Source: an optimization exercise on an open RTL-to-GDS flow (aim: small area). Production flows keep margins and buffers that such runs may drop. Function was checked by simulation only, so behaviour that the tests miss may differ from the original. No driver is modelled on the clock port, so clocking that relies on it looks cheaper here than on a real chip. No activity file was given, so power comes from the tool's default toggle rates.

## job 110
## Lab3_140L
module Lab3_140L (
    input  wire       rst,
    input  wire       clk,
    input  wire       bu_rx_data_rdy,
    input  wire [7:0] bu_rx_data,
    output wire       L3_tx_data_rdy,
    output wire [7:0] L3_tx_data,
    output wire [4:0] L3_led,
    output wire       oneSecPluse,
    output wire [6:0] L3_segment1,
    output wire [6:0] L3_segment2,
    output wire [6:0] L3_segment3,
    output wire [6:0] L3_segment4,
    output wire [3:0] di_Mtens,
    output wire [3:0] di_Mones,
    output wire [3:0] di_Stens,
    output wire [3:0] di_Sones,
    output wire [3:0] di_AMtens,
    output wire [3:0] di_AMones,
    output wire [3:0] di_AStens,
    output wire [3:0] di_ASones
);
    wire [7:0] b = bu_rx_data;
    wire b_cmd = (b == 8'h0d) | (b == 8'h40) |
                 ((b[7:6] == 2'b01) & (b[4] == 1'b0) &
                  ((b[3:0] == 4'h1) | (b[3:0] == 4'hc) | (b[3:0] == 4'he))) |    
                 ((b[7:6] == 2'b01) & (b[4] == 1'b1) & (b[3:0] == 4'h3));        
    wire b_dig = (b[7:4] == 4'h3) & ~(b[3] & (b[2] | b[1]));
    reg [3:0] nib;
    reg       is_cmd, is_dig;
    always @(posedge clk) begin
        nib    <= rst ? 4'd0 : b[3:0];
        is_cmd <= ~rst & bu_rx_data_rdy & b_cmd;
        is_dig <= ~rst & bu_rx_data_rdy & b_dig;
    end
    wire det_cr = is_cmd & (nib == 4'hd);
    wire det_S  = is_cmd & (nib == 4'h3);
    wire det_L  = is_cmd & (nib == 4'hc);
    wire det_A  = is_cmd & (nib == 4'h1);
    wire det_N  = is_cmd & (nib == 4'he);
    wire det_at = is_cmd & (nib == 4'h0);
    wire det_09 = is_dig;
    wire det_05 = is_dig & ~nib[3] & ~(nib[2] & nib[1]);
    reg [12:0] lf;
    reg        sec_clk, sec_clkD;
    wire       wrap = ((lf & 13'h1df9) == (13'h13e1 & 13'h1df9));
  ...
export LEC_CHECK = 0
export ABC_AREA = 1
export CAP_MARGIN = 20
export CORE_MARGIN = 2
export CORE_UTILIZATION = 70
export PLACE_DENSITY = 0.8
export SLEW_MARGIN = 20
create_clock -name core_clock -period 10.0 [get_ports {clk}]
standard.sh (not shown) runs the stock make flow with config.mk's settings and CLKGATE_MAP_FILE= SYNTH_SCRIPT=/design/flow/synth_recipe.tcl, a recipe that flattens the netlist after the stock synthesis.
==> flow/flow/run.sh <==
#!/bin/bash
# Own layout flow:
#  1. the standard synthesis (standard.sh synth), unchanged;
#  2. the combinational logic between the registers mapped again with a few area-oriented ABC
#     scripts; registers, their cells and names are kept as the standard synthesis made them.
#     Each result must be proven equivalent to the standard netlist (Yosys equiv_*); the
#     smallest proven one replaces it, else the standard netlist is kept;
#  3. the standard layout steps (standard.sh finish) with buf_1 port buffers and, before CTS,
#     a small clock buffer tree of our own (flow/clock.tcl).
# Each tool writes its full output to a log file of its own in this folder.
set -uo pipefail
W=$(pwd)
R=$W/orfs/results/$FLOW_PLATFORM/Lab3_140L/base
LIB=$FLOW_HOME/platforms/$FLOW_PLATFORM/lib/sky130_fd_sc_hd__tt_025C_1v80.lib
YOSYS=$(command -v yosys || echo $FLOW_HOME/../tools/install/yosys/bin/yosys)
source flow/knobs.sh

bash standard.sh synth > synth.log 2>&1 || exit 1

DU=$(sed -n '/DONT_USE_CELLS/,/^#/p' $FLOW_HOME/platforms/$FLOW_PLATFORM/config.mk | grep -o "sky130_fd_sc_hd__[a-z0-9_]*" | sed 's/^/-dont_use /' | tr '\n' ' ')
cp $R/1_2_yosys.v $W/std_synth.v
nseq() { grep -cE '^ *sky130_fd_sc_hd__[a-z]*(df|dl)' "$1"; }

remap() {  # remap TAG "ABC script"
  local t=$1
  echo "$2" > $W/reabc_$t.abc
  cat > $W/reabc_$t.ys <<EOY
read_liberty -ignore_miss_func -overwrite $LIB
read_verilog $W/std_synth.v
hierarchy -top $FLOW_TOP
setattr -mod -set keep_hierarchy 1 sky130_fd_sc_hd__*df* sky130_fd_sc_hd__*dl*
flatten
delete t:\\\$scopeinfo
rename -hide w:*.* w:_*
opt -full
abc -liberty $LIB $DU -script $W/reabc_$t.abc
opt_clean -purge
read_liberty -lib -overwrite $LIB
hilomap -hicell sky130_fd_sc_hd__conb_1 HI -locell sky130_fd_sc_hd__conb_1 LO
insbuf -buf sky130_fd_sc_hd__buf_1 A X
opt_clean -purge
check -assert -mapped $FLOW_TOP
tee -o $W/reabc_$t.area stat -liberty $LIB $FLOW_TOP
write_verilog -noattr -noexpr -nohex -nodec -selected $W/reabc_$t.v
EOY
  cat > $W/equiv_$t.ys <<EOY
read_liberty -ignore_miss_func -overwrite $LIB
read_verilog $W/std_synth.v
rename $FLOW_TOP gold
read_verilog $W/reabc_$t.v
rename $FLOW_TOP gate
flatten gold gate
delete t:\\\$scopeinfo
opt_clean
equiv_make gold gate eq
hierarchy -top eq
equiv_simple
equiv_induct
equiv_status -assert
EOY
  if $YOSYS -l $W/reabc_$t.log -q $W/reabc_$t.ys > /dev/null 2>&1 && \
     $YOSYS -l $W/equiv_$t.log -q $W/equiv_$t.ys > /dev/null 2>&1 && \
     [ "$(nseq $W/reabc_$t.v)" = "$(nseq $W/std_synth.v)" ]; then
    grep 'Chip area' $W/reabc_$t.area | awk '{print $NF}' > $W/reabc_$t.ok
  fi
}

i=0
for s in "${ABC_SCRIPTS[@]}"; do
  remap $i "$s" &
  i=$((i + 1))
done
wait

best=""; best_area=""
for f in $W/reabc_*.ok; do
  [ -f "$f" ] || continue
  a=$(cat $f)
  if [ -z "$best" ] || awk -v a=$a -v b=$best_area 'BEGIN{exit !(a < b)}'; then
    best=${f%.ok}; best_area=$a
  fi
done
if [ -n "$best" ]; then
  echo "re-mapped netlist used: $(basename $best).v, area $best_area" > $W/reabc.status
  cp $best.v $R/1_2_yosys.v
  rm -f $R/1_synth.odb $R/1_synth.sdc
else
  echo "re-mapping failed: standard netlist kept" > $W/reabc.status
fi

bash standard.sh "${EXTRA[@]}" "PRE_CTS_TCL=$W/flow/clock.tcl" finish > layout.log 2>&1
==> flow/flow/clock.tcl <==
# Clock distribution, run before CTS (which then finds the clock already buffered):
# the clock port drives one root buffer, which drives 5 clkbuf_8, each placed at the
# centre of a cluster of registers (k-means on the placed positions) and driving that cluster.
set block [ord::get_db_block]
set dbu [[ord::get_db_tech] getDbUnitsPerMicron]
set k 5
set pins {}; set px {}; set py {}
foreach it [[$block findNet clk] getITerms] {
  set b [[$it getInst] getBBox]
  lappend pins "[[$it getInst] getName]/[[$it getMTerm] getName]"
  lappend px [expr {([$b xMin] + [$b xMax]) / 2.0}]
  lappend py [expr {([$b yMin] + [$b yMax]) / 2.0}]
}
set n [llength $pins]
# initial centres: registers spread along the x order
set order [lsort -real -indices $px]
set cx {}; set cy {}
for {set j 0} {$j < $k} {incr j} {
  set i [lindex $order [expr {int(($j + 0.5) * $n / $k)}]]
  lappend cx [lindex $px $i]; lappend cy [lindex $py $i]
}
for {set iter 0} {$iter < 30} {incr iter} {
  set asg {}
  for {set i 0} {$i < $n} {incr i} {
    set best 0; set bd 1e30
    for {set j 0} {$j < $k} {incr j} {
      set d [expr {abs([lindex $px $i] - [lindex $cx $j]) + abs([lindex $py $i] - [lindex $cy $j])}]
      if {$d < $bd} { set bd $d; set best $j }
    }
    lappend asg $best
  }
  for {set j 0} {$j < $k} {incr j} {
    set sx 0; set sy 0; set m 0
    for {set i 0} {$i < $n} {incr i} {
      if {[lindex $asg $i] == $j} { set sx [expr {$sx + [lindex $px $i]}]; set sy [expr {$sy + [lindex $py $i]}]; incr m }
    }
    if {$m > 0} { lset cx $j [expr {$sx / $m}]; lset cy $j [expr {$sy / $m}] }
  }
}
for {set j 0} {$j < $k} {incr j} {
  set lp {}
  for {set i 0} {$i < $n} {incr i} { if {[lindex $asg $i] == $j} { lappend lp [get_pins [lindex $pins $i]] } }
  if {[llength $lp] == 0} continue
  puts "clock buffer $j: [llength $lp] registers"
  insert_buffer -buffer_cell sky130_fd_sc_hd__clkbuf_8 -net clk -load_pins $lp \
    -location [list [expr {[lindex $cx $j] / $dbu}] [expr {[lindex $cy $j] / $dbu}]] \
    -buffer_name clkbuf_r$j -net_name clk_r$j
}
# the clock port drives only the root buffer, which drives the cluster buffers
set sx 0; set sy 0
for {set j 0} {$j < $k} {incr j} { set sx [expr {$sx + [lindex $cx $j]}]; set sy [expr {$sy + [lindex $cy $j]}] }
insert_buffer -buffer_cell sky130_fd_sc_hd__clkbuf_4 -net clk \
  -location [list [expr {$sx / $k / $dbu}] [expr {$sy / $k / $dbu}]] -buffer_name clkbuf_root -net_name clk_root
==> flow/flow/knobs.sh <==
ABC_SCRIPTS=(
  'strash; &get -n; &deepsyn -T 30 -S 1; &put; dch -f; amap; topo'
  'strash; &get -n; &deepsyn -T 30 -S 2; &put; dch -f; &get -n; &nf -R 1000; &put; topo'
  'strash; dc2; &get -n; &deepsyn -T 30 -S 3; &put; dch -f; amap; topo'
)
EXTRA=("BUFFER_PORTS_ARGS=-buffer_cell sky130_fd_sc_hd__buf_1")
Edits applied to the flow inputs when going from job 110 to job 2913:
--- a/flow/flow/clock.tcl
+++ b/flow/flow/clock.tcl
@@ -1,3 +1,3 @@
-# Clock distribution, run before CTS (which then finds the clock already buffered):
-# the clock port drives one root buffer, which drives 5 clkbuf_8, each placed at the
-# centre of a cluster of registers (k-means on the placed positions) and driving that cluster.
+# Clock distribution, run before CTS (which then finds the clock already buffered): the clock
+# port drives one root clkbuf_4, which drives 5 clkbuf_8, each placed at the centre of a cluster
+# of registers (k-means on the placed positions, clusters of equal size) and driving that cluster.
@@ -23 +23,4 @@
-  set asg {}
+  # balanced assignment: pairs (register, centre) taken in order of distance,
+  # each centre taking at most ceil(n / k) registers
+  set cap [expr {($n + $k - 1) / $k}]
+  set pairs {}
@@ -25 +27,0 @@
-    set best 0; set bd 1e30
@@ -27,2 +29 @@
-      set d [expr {abs([lindex $px $i] - [lindex $cx $j]) + abs([lindex $py $i] - [lindex $cy $j])}]
-      if {$d < $bd} { set bd $d; set best $j }
+      lappend pairs [list [expr {abs([lindex $px $i] - [lindex $cx $j]) + abs([lindex $py $i] - [lindex $cy $j])}] $i $j]
@@ -30 +31,5 @@
-    lappend asg $best
+  }
+  set asg [lrepeat $n -1]; set cnt [lrepeat $k 0]
+  foreach p [lsort -real -index 0 $pairs] {
+    lassign $p d i j
+    if {[lindex $asg $i] < 0 && [lindex $cnt $j] < $cap} { lset asg $i $j; lset cnt $j [expr {[lindex $cnt $j] + 1}] }
==> flow/flow/knobs.sh <==
ABC_SCRIPTS=(
  'strash; &get -n; &deepsyn -T 60 -S 1; &put; dch -f; amap; topo'
  'strash; &get -n; &deepsyn -T 60 -S 2; &put; dch -f; amap; topo'
  'strash; &get -n; &deepsyn -T 60 -S 3; &put; dch -f; amap; topo'
  'strash; &get -n; &deepsyn -T 60 -S 4; &put; dch -f; amap; topo'
)
EXTRA=("BUFFER_PORTS_ARGS=-buffer_cell sky130_fd_sc_hd__buf_1")
### Flow results
- Job 2913 vs job 110 — register-to-register slack rose 80 ps.
- Sort job 2913 and job 110 by final period demand of the worst path, ascending, and job 110 comes first.
- Final clock period utilization by the worst path | job 2913 above job 110
- From job 110 to job 2913 the numbers moved as follows: fraction of power spent switching nets saw little to no change; portion of total power attributed to combinational logic saw an increase; routed wire length saw a decrease; routed length on met2 saw a decrease; actual transition at the worst max-transition pin saw a decrease.
- Status: reported sequential group power parity (job 110, job 2913)
- Comparing job 2913 and job 110, the lower vias per cell was measured on job 2913.
- Setup slack is lower on job 2913

[static timing again, ports no longer ideal]
The results above use ideal ports. As a check the final layouts listed here were re-extracted and re-timed, cells and wires unchanged. Step 1 sets driving cells, clkbuf_16 on the clock port and buf_2 on the other inputs (assumed; they add their load-dependent delay and slew). Step 2 adds t to the input delays and takes it off the output delays; t is the mean of the earliest and latest rising clock arrival at the registers after step 1. Input paths then give back, and output paths get back, about the clock's delay inside the block. Slacks: no drivers / after step 1 / after step 2; pairs: no drivers / after step 1.
run	shift t [ns]	setup slack, ns	worst register clock-pin slew, ns
job 110	0.410	4.195 / 4.171 / 4.581	0.10 / 0.10
job 2913	0.410	3.786 / 3.761 / 4.172	0.10 / 0.10
After both steps setup and hold are still met in every run listed.
